Context: an optimization exercise on an open-source flow, tuned for small area and a short achievable clock period. The choices shown serve that exercise and are no tape-out recipe.
Function not checked in this run: the RTL went through the layout flow alone.
Power is estimated from default activity; no workload was simulated.

$ cat flow/config.mk
export PLATFORM = sky130hd
export DESIGN_NAME = adder_top
export DESIGN_NICKNAME = adder_top
export VERILOG_FILES = /design/flow/design.v
export SDC_FILE = /design/flow/constraint.sdc
export NUM_CORES = 4
export LEC_CHECK = 0
export ABC_CLOCK_PERIOD_IN_PS = 1500
export CAP_MARGIN = 20
export CORE_MARGIN = 2
export CORE_UTILIZATION = 40
export PLACE_DENSITY = 0.6
export SETUP_SLACK_MARGIN = 1.0
export SLEW_MARGIN = 20
$ cat flow/constraint.sdc
create_clock -name core_clock -period 3.1 [get_ports {clk}]
set_input_delay 0.6200 -clock core_clock [delete_from_list [all_inputs] [get_ports {clk}]]
set_output_delay 0.6200 -clock core_clock [all_outputs]
set_load 0.01 [all_outputs]
$ cat flow/design.v
module adder_top (
    input         clk,
    input  [63:0] a,
    input  [63:0] b,
    input         cin,
    output [63:0] sum,
    output        cout
);
    reg [63:0] a_q, b_q;
    reg        cin_q;
    reg [63:0] sum_q;
    reg        cout_q;
    wire [63:0] s;
    wire        c;
    Adder #(.WIDTH(64)) u_adder (
        .io_a   (a_q),
        .io_b   (b_q),
        .io_cin (cin_q),
        .io_sum (s),
        .io_cout(c)
    );
    always @(posedge clk) begin
        a_q    <= a;
        b_q    <= b;
        cin_q  <= cin;
        sum_q  <= s;
        cout_q <= c;
    end
    assign sum  = sum_q;
    assign cout = cout_q;
endmodule

module Adder #(
    parameter WIDTH = 64
) (
    input  [WIDTH-1:0] io_a,
    input  [WIDTH-1:0] io_b,
    input              io_cin,
    output [WIDTH-1:0] io_sum,
    output             io_cout
);
wire [WIDTH-1:0] p0 = io_a ^ io_b;
wire [WIDTH-1:0] g0 = io_a & io_b;
wire gc0 = g0[0] | (p0[0] & io_cin);
wire g1_1 = g0[1] | (p0[1] & gc0);
wire g1_3 = g0[3] | (p0[3] & g0[2]);
wire p1_3 = p0[3] & p0[2];
wire g1_5 = g0[5] | (p0[5] & g0[4]);
wire p1_5 = p0[5] & p0[4];
wire g1_7 = g0[7] | (p0[7] & g0[6]);
wire p1_7 = p0[7] & p0[6];
wire g1_9 = g0[9] | (p0[9] & g0[8]);
wire p1_9 = p0[9] & p0[8];
wire g1_11 = g0[11] | (p0[11] & g0[10]);
wire p1_11 = p0[11] & p0[10];
wire g1_13 = g0[13] | (p0[13] & g0[12]);
wire p1_13 = p0[13] & p0[12];
wire g1_15 = g0[15] | (p0[15] & g0[14]);
wire p1_15 = p0[15] & p0[14];
wire g1_17 = g0[17] | (p0[17] & g0[16]);
wire p1_17 = p0[17] & p0[16];
wire g1_19 = g0[19] | (p0[19] & g0[18]);
wire p1_19 = p0[19] & p0[18];
wire g1_21 = g0[21] | (p0[21] & g0[20]);
wire p1_21 = p0[21] & p0[20];
wire g1_23 = g0[23] | (p0[23] & g0[22]);
wire p1_23 = p0[23] & p0[22];
wire g1_25 = g0[25] | (p0[25] & g0[24]);
wire p1_25 = p0[25] & p0[24];
wire g1_27 = g0[27] | (p0[27] & g0[26]);
wire p1_27 = p0[27] & p0[26];
wire g1_29 = g0[29] | (p0[29] & g0[28]);
wire p1_29 = p0[29] & p0[28];
wire g1_31 = g0[31] | (p0[31] & g0[30]);
wire p1_31 = p0[31] & p0[30];
wire g1_33 = g0[33] | (p0[33] & g0[32]);
wire p1_33 = p0[33] & p0[32];
wire g1_35 = g0[35] | (p0[35] & g0[34]);
wire p1_35 = p0[35] & p0[34];
wire g1_37 = g0[37] | (p0[37] & g0[36]);
wire p1_37 = p0[37] & p0[36];
wire g1_39 = g0[39] | (p0[39] & g0[38]);
wire p1_39 = p0[39] & p0[38];
wire g1_41 = g0[41] | (p0[41] & g0[40]);
wire p1_41 = p0[41] & p0[40];
wire g1_43 = g0[43] | (p0[43] & g0[42]);
wire p1_43 = p0[43] & p0[42];
wire g1_45 = g0[45] | (p0[45] & g0[44]);
wire p1_45 = p0[45] & p0[44];
wire g1_47 = g0[47] | (p0[47] & g0[46]);
wire p1_47 = p0[47] & p0[46];
wire g1_49 = g0[49] | (p0[49] & g0[48]);
wire p1_49 = p0[49] & p0[48];
wire g1_51 = g0[51] | (p0[51] & g0[50]);
wire p1_51 = p0[51] & p0[50];
wire g1_53 = g0[53] | (p0[53] & g0[52]);
wire p1_53 = p0[53] & p0[52];
wire g1_55 = g0[55] | (p0[55] & g0[54]);
wire p1_55 = p0[55] & p0[54];
wire g1_57 = g0[57] | (p0[57] & g0[56]);
wire p1_57 = p0[57] & p0[56];
wire g1_59 = g0[59] | (p0[59] & g0[58]);
wire p1_59 = p0[59] & p0[58];
wire g1_61 = g0[61] | (p0[61] & g0[60]);
wire p1_61 = p0[61] & p0[60];
wire g1_63 = g0[63] | (p0[63] & g0[62]);
wire p1_63 = p0[63] & p0[62];
wire g2_3 = g1_3 | (p1_3 & g1_1);
wire g2_7 = g1_7 | (p1_7 & g1_5);
wire p2_7 = p1_7 & p1_5;
wire g2_11 = g1_11 | (p1_11 & g1_9);
wire p2_11 = p1_11 & p1_9;
wire g2_15 = g1_15 | (p1_15 & g1_13);
wire p2_15 = p1_15 & p1_13;
wire g2_19 = g1_19 | (p1_19 & g1_17);
wire p2_19 = p1_19 & p1_17;
wire g2_23 = g1_23 | (p1_23 & g1_21);
wire p2_23 = p1_23 & p1_21;
wire g2_27 = g1_27 | (p1_27 & g1_25);
wire p2_27 = p1_27 & p1_25;
wire g2_31 = g1_31 | (p1_31 & g1_29);
wire p2_31 = p1_31 & p1_29;
wire g2_35 = g1_35 | (p1_35 & g1_33);
wire p2_35 = p1_35 & p1_33;
wire g2_39 = g1_39 | (p1_39 & g1_37);
wire p2_39 = p1_39 & p1_37;
wire g2_43 = g1_43 | (p1_43 & g1_41);
wire p2_43 = p1_43 & p1_41;
wire g2_47 = g1_47 | (p1_47 & g1_45);
wire p2_47 = p1_47 & p1_45;
wire g2_51 = g1_51 | (p1_51 & g1_49);
wire p2_51 = p1_51 & p1_49;
wire g2_55 = g1_55 | (p1_55 & g1_53);
wire p2_55 = p1_55 & p1_53;
wire g2_59 = g1_59 | (p1_59 & g1_57);
wire p2_59 = p1_59 & p1_57;
wire g2_63 = g1_63 | (p1_63 & g1_61);
wire p2_63 = p1_63 & p1_61;
wire g3_7 = g2_7 | (p2_7 & g2_3);
wire g3_15 = g2_15 | (p2_15 & g2_11);
wire p3_15 = p2_15 & p2_11;
wire g3_23 = g2_23 | (p2_23 & g2_19);
wire p3_23 = p2_23 & p2_19;
wire g3_31 = g2_31 | (p2_31 & g2_27);
wire p3_31 = p2_31 & p2_27;
wire g3_39 = g2_39 | (p2_39 & g2_35);
wire p3_39 = p2_39 & p2_35;
wire g3_47 = g2_47 | (p2_47 & g2_43);
wire p3_47 = p2_47 & p2_43;
wire g3_55 = g2_55 | (p2_55 & g2_51);
wire p3_55 = p2_55 & p2_51;
wire g3_63 = g2_63 | (p2_63 & g2_59);
wire p3_63 = p2_63 & p2_59;
wire g4_15 = g3_15 | (p3_15 & g3_7);
wire g4_31 = g3_31 | (p3_31 & g3_23);
wire p4_31 = p3_31 & p3_23;
wire g4_47 = g3_47 | (p3_47 & g3_39);
wire p4_47 = p3_47 & p3_39;
wire g4_63 = g3_63 | (p3_63 & g3_55);
wire p4_63 = p3_63 & p3_55;
wire g5_31 = g4_31 | (p4_31 & g4_15);
wire g5_63 = g4_63 | (p4_63 & g4_47);
wire p5_63 = p4_63 & p4_47;
wire g6_63 = g5_63 | (p5_63 & g5_31);
wire g7_47 = g4_47 | (p4_47 & g5_31);
wire g8_23 = g3_23 | (p3_23 & g4_15);
wire g8_39 = g3_39 | (p3_39 & g5_31);
wire g8_55 = g3_55 | (p3_55 & g7_47);
wire g9_11 = g2_11 | (p2_11 & g3_7);
wire g9_19 = g2_19 | (p2_19 & g4_15);
wire g9_27 = g2_27 | (p2_27 & g8_23);
wire g9_35 = g2_35 | (p2_35 & g5_31);
wire g9_43 = g2_43 | (p2_43 & g8_39);
wire g9_51 = g2_51 | (p2_51 & g7_47);
wire g9_59 = g2_59 | (p2_59 & g8_55);
wire g10_5 = g1_5 | (p1_5 & g2_3);
wire g10_9 = g1_9 | (p1_9 & g3_7);
wire g10_13 = g1_13 | (p1_13 & g9_11);
wire g10_17 = g1_17 | (p1_17 & g4_15);
wire g10_21 = g1_21 | (p1_21 & g9_19);
wire g10_25 = g1_25 | (p1_25 & g8_23);
wire g10_29 = g1_29 | (p1_29 & g9_27);
wire g10_33 = g1_33 | (p1_33 & g5_31);
wire g10_37 = g1_37 | (p1_37 & g9_35);
wire g10_41 = g1_41 | (p1_41 & g8_39);
wire g10_45 = g1_45 | (p1_45 & g9_43);
wire g10_49 = g1_49 | (p1_49 & g7_47);
wire g10_53 = g1_53 | (p1_53 & g9_51);
wire g10_57 = g1_57 | (p1_57 & g8_55);
wire g10_61 = g1_61 | (p1_61 & g9_59);
wire g11_2 = g0[2] | (p0[2] & g1_1);
wire g11_4 = g0[4] | (p0[4] & g2_3);
wire g11_6 = g0[6] | (p0[6] & g10_5);
wire g11_8 = g0[8] | (p0[8] & g3_7);
wire g11_10 = g0[10] | (p0[10] & g10_9);
wire g11_12 = g0[12] | (p0[12] & g9_11);
wire g11_14 = g0[14] | (p0[14] & g10_13);
wire g11_16 = g0[16] | (p0[16] & g4_15);
wire g11_18 = g0[18] | (p0[18] & g10_17);
wire g11_20 = g0[20] | (p0[20] & g9_19);
wire g11_22 = g0[22] | (p0[22] & g10_21);
wire g11_24 = g0[24] | (p0[24] & g8_23);
wire g11_26 = g0[26] | (p0[26] & g10_25);
wire g11_28 = g0[28] | (p0[28] & g9_27);
wire g11_30 = g0[30] | (p0[30] & g10_29);
wire g11_32 = g0[32] | (p0[32] & g5_31);
wire g11_34 = g0[34] | (p0[34] & g10_33);
wire g11_36 = g0[36] | (p0[36] & g9_35);
wire g11_38 = g0[38] | (p0[38] & g10_37);
wire g11_40 = g0[40] | (p0[40] & g8_39);
wire g11_42 = g0[42] | (p0[42] & g10_41);
wire g11_44 = g0[44] | (p0[44] & g9_43);
wire g11_46 = g0[46] | (p0[46] & g10_45);
wire g11_48 = g0[48] | (p0[48] & g7_47);
wire g11_50 = g0[50] | (p0[50] & g10_49);
wire g11_52 = g0[52] | (p0[52] & g9_51);
wire g11_54 = g0[54] | (p0[54] & g10_53);
wire g11_56 = g0[56] | (p0[56] & g8_55);
wire g11_58 = g0[58] | (p0[58] & g10_57);
wire g11_60 = g0[60] | (p0[60] & g9_59);
wire g11_62 = g0[62] | (p0[62] & g10_61);
wire [WIDTH:0] c = {g6_63, g11_62, g10_61, g11_60, g9_59, g11_58, g10_57, g11_56, g8_55, g11_54, g10_53, g11_52, g9_51, g11_50, g10_49, g11_48, g7_47, g11_46, g10_45, g11_44, g9_43, g11_42, g10_41, g11_40, g8_39, g11_38, g10_37, g11_36, g9_35, g11_34, g10_33, g11_32, g5_31, g11_30, g10_29, g11_28, g9_27, g11_26, g10_25, g11_24, g8_23, g11_22, g10_21, g11_20, g9_19, g11_18, g10_17, g11_16, g4_15, g11_14, g10_13, g11_12, g9_11, g11_10, g10_9, g11_8, g3_7, g11_6, g10_5, g11_4, g2_3, g11_2, g1_1, gc0, io_cin};
assign io_sum = p0 ^ c[WIDTH-1:0];
assign io_cout = c[WIDTH];
endmodule
$ cat flow/run.sh
#!/bin/bash
# synth_recipe.tcl (not shown) runs the flow's synth.tcl, then flattens the netlist and writes it again
# the make line also repeats each setting of config.mk as NAME=value (left out here)
make -C /OpenROAD-flow-scripts/flow DESIGN_CONFIG=/design/flow/config.mk WORK_HOME=/design/flow/orfs CLKGATE_MAP_FILE= SYNTH_SCRIPT=/design/flow/synth_recipe.tcl finish
==> results.json <==
{
  "outcome": "failed layout checks",
  "check.faults": "setup timing",
  "synth_edf_count": 0,
  "drive_gt1_share_pct": 14.83,
  "clock_skew_ns": 0.01207,
  "drc": 0,
  "post-route-period-util_pct": 103.5,
  "maxCapViolations": 0,
  "grt_use_total_pct": 15.84,
  "core-area_um2": 16410,
  "start_util_pct": 40.39,
  "finalSetupTns_ns": -0.4849,
  "min_path_type": "register to register",
  "power.leakage_nw": 4.313,
  "hold_path_depth": 1,
  "wl_per_cell_um": 13.72,
  "die_y_um": 132.7,
  "area_growth_pct": 48.96,
  "clkTransAtPathRegs_ns": 0.07,
  "routabilityCongestion": 0.7840,
  "critPathMaxFanout": 3,
  "powerDensity_nw_per_um2": 634.5,
  "dr.first_iter.drc_count": 155,
  "reg2reg_from": "a_q[0]",
  "die_area_um2": 17610,
  "start_kind": "register",
  "die_x_um": 132.7,
  "rows": 47,
  "period_needed_ns": 3.208,
  "grt_pass1_vias": 4680,
  "vias_per_cell": 4.468,
  "ys_ff_latch": 194,
  "m1WireLength_um": 5524,
  "r2r_slack_ns": -0.11,
  "reg2reg_to": "sum_q[43]",
  "cts_tree": "yes",
  "hold_start": "b_q[44]",
  "cts.sinks": 194,
  "syn_nets": 722,
  "async_flop_share_pct": 0,
  "critical_path.endpoint_type": "register",
  "slew_violations": 0,
  "drt_first_pass_iters": 4,
  "clock_latency_ns": 0.43,
  "cts-root-buf": "clkbuf_16",
  "crit_type": "register to register",
  "ios": 195,
  "worst_slack_ns": -0.1080,
  "regArea_um2": 3885,
  "dpl.hpwl_um": 10410,
  "syn_area_um2": 6626,
  "n_antenna_cell": 0,
  "fmax_ghz": 0.3117,
  "cts_inserted_buffers": 17,
  "rsz0062_at_grt": "true",
  "grt_max_degree": 18,
  "wl_met3_um": 1018,
  "maxUsedRoutingLayer": "met4",
  "nFillCells": 1305,
  "finalSetupViolations": 10,
  "antenna_left": 0,
  "finalHoldViolations": 0,
  "required_ns": 3.42,
  "hold_path_end": "sum_q[44]",
  "route.met2.wl_um": 6548,
  "antenna_found_initial": 0,
  "vias": 4356,
  "portBuffers": 194,
  "htree_levels": 4,
  "r2r_cells": 16,
  "syn_inst": 497,
  "ys_seq_area_share_pct": 58.61,
  "cts.path.max_buffers": 2,
  "synth_top_flop_cell": "dfxtp_1",
  "arrival_ns": 3.52,
  "drt_wl_total_um": 13380,
  "holdWs_ns": 0.5520,
  "max_slew.worst_pin.slew_ns": 0.5798,
  "synth_cell_types": 40,
  "layout.nets": 967,
  "grt_overflow": 0,
  "yosysWarnings": 1,
  "avgSynthCellArea_um2": 13.33,
  "slew_headroom_pct": 61.09,
  "multi_input_area_um2": 2749,
  "vdd_ir_drop_max_mv": 0.5455,
  "grt_pass1_wl_um": 21850
}
[cell usage after synthesis (3+ instances only)]
| library cell | n | area [um2] |
|---|---|---|
| a211oi_1 | 3 | 22.52 |
| a21o_1 | 26 | 195.2 |
| a21oi_1 | 21 | 105.1 |
| and4_1 | 5 | 43.79 |
| dfxtp_1 | 194 | 3884 |
| fa_1 | 33 | 660.6 |
| ha_1 | 62 | 775.7 |
| inv_1 | 40 | 150.1 |
| nand2_1 | 13 | 48.80 |
| nand3_1 | 5 | 25.02 |
| nand4_1 | 4 | 25.02 |
| nor2_1 | 6 | 22.52 |
| nor2b_1 | 3 | 18.77 |
| nor3_1 | 4 | 20.02 |
| o211ai_1 | 3 | 22.52 |
| o21ai_0 | 11 | 55.05 |
| o21ai_1 | 4 | 20.02 |
| o21bai_1 | 3 | 22.52 |
| xnor2_1 | 9 | 78.83 |
| xor2_1 | 22 | 192.7 |
[area by class of cell]
type,count,area share [%]
repair buffers,226,22.53
flip-flops and latches,194,39.36
multi-input cells,263,27.85
inverters,40,1.521
well taps,220,2.789
clock buffers,18,4.348
clock inverters,14,1.610
[registers in the layout (all words and copies together) (netlist names)]
signal / cells
cout_q: 1
a_q: 64
cin_q: 1
b_q: 64
sum_q: 64
[per-stage QoR]
stage          total power [mW]  utilization (%)  std cells  worst slack, ns  area (um2)
6_report                  6.263            60.16        975          -0.1080        9871
5_1_grt                   6.575            60.16        975          -0.2982        9871
4_1_cts                   6.316            59.52        970          -0.1230        9766
3_5_place_dp              4.099            54.96        929          -0.2348        9017
3_3_place_gp              4.080            54.96        929          -0.1648        9017
2_1_floorplan             3.403                -        497           0.1056        6665
[critical path: stages (launching register included)]
cell and delay, ns:
dfxtp_2 0.32, inv_2 0.05, fa_2 0.19, inv_2 0.04
fa_2 0.34, a211oi_2 0.21, o211ai_1 0.17, nand4b_1 0.15
a311oi_2 0.10, buf_4 0.17, o211ai_4 0.19, o21ai_1 0.12
buf_4 0.16, a21o_1 0.16, a21o_1 0.18, fa_1 0.37
xor2_1 0.17
[worst max-delay path by stage]
| stage | startpoint | to | slack, ns | cells past startpoint |
|---|---|---|---|---|
| finish | a_q[0] | sum_q[43] | -0.11 | 16 |
| floorplan | a_q[0] | sum_q[39] | 0.11 | 15 |
| global route | a_q[0] | sum_q[39] | -0.30 | 16 |
| CTS | a_q[0] | sum_q[43] | -0.12 | 16 |
| global placement | a_q[0] | sum_q[62] | -0.16 | 14 |
| detailed placement | a_q[0] | sum_q[62] | -0.23 | 14 |
[cell usage in the layout, fill, tap and decap left out, types with 2 or more instances in the layout]
| master | Yosys | routed |
|---|---|---|
| inv_2 | 0 | 6 |
| ha_1 | 62 | 62 |
| buf_6 | 0 | 11 |
| a211oi_1 | 3 | 2 |
| nand2b_1 | 2 | 2 |
| nor2b_1 | 3 | 3 |
| clkinvlp_4 | 0 | 5 |
| o21ai_4 | 0 | 3 |
| clkbuf_16 | 0 | 17 |
| a221oi_2 | 1 | 2 |
| a21oi_1 | 21 | 20 |
| xor2_1 | 22 | 22 |
| a31o_2 | 2 | 2 |
| a21o_1 | 26 | 26 |
| nor2_1 | 6 | 6 |
| o21ai_2 | 2 | 2 |
| o211ai_1 | 3 | 3 |
| dfxtp_1 | 194 | 193 |
| nand2_1 | 13 | 13 |
| o21ai_0 | 11 | 9 |
| clkdlybuf4s50_1 | 0 | 194 |
| fa_1 | 33 | 16 |
| nand3_1 | 5 | 5 |
| nor3_1 | 4 | 3 |
| bufinv_16 | 0 | 2 |
| clkinv_2 | 0 | 2 |
| o21bai_1 | 3 | 3 |
| nand4_1 | 4 | 4 |
| and4_1 | 5 | 5 |
| inv_1 | 40 | 34 |
| inv_6 | 0 | 2 |
| o21ai_1 | 4 | 3 |
| clkinv_4 | 0 | 2 |
| buf_4 | 0 | 21 |
| xnor2_1 | 9 | 8 |
| fa_2 | 0 | 17 |
[cells by family after synthesis]
| kind of cell | after synthesis | share of synthesized area (%) |
|---|---|---|
| DFF | 194 | 58.61 |
| adders and majority gates | 95 | 21.68 |
| AOI/OAI and AO/OA | 86 | 9.064 |
| and+or+nand+nor | 51 | 4.286 |
| buffers and inverters | 40 | 2.266 |
| xor gates and xnor gates | 31 | 4.097 |
[repair_timing]
action	in CTS	in global routing
resized for setup	28	15
buffers inserted	9	5
gates cloned	0	0
pin swaps	23	17
endpoints found under the setup margin	59	60
hold buffers	0	0
[power breakdown]
group / switching (mW) / internal, mW
logic: 0.488 / 0.745
clock network: 0.956 / 1.20
registers: 0.103 / 2.77
[routing by layer]
metal	vias to the layer above	GRT usage [%]
li1	2175	-
met1	2042	18.30
met2	120	26.28
met3	19	6.360
met4	0	6.392
met5	-	0

what the ideal ports hide:
No port has a modelled driver above. Below, the same layout with a new extraction and two added sets of constraints.
Step 1: set_driving_cell puts a clkbuf_16 on clk and a buf_2 on each other input, an assumption about the parent block.
Step 2 times the ports against the registers' clock, not the clock port: input delays grow and output delays shrink by t, the midpoint of the rising clock arrivals with the driver on.
a / b / c = ideal ports / drivers / drivers and shift; a / b = the first two.
t (ns): 0.467
setup WS [ns]: -0.108 / -0.108 / -0.108
worst hold slack (ns): 0.552 / 0.552 / 0.552
worst setup path at the end: register to register
worst register clock-pin slew, ns: 0.07 / 0.07
For this run, drivers alone change the setup slack by 0.000 ns; drivers and shift together by 0.000 ns.
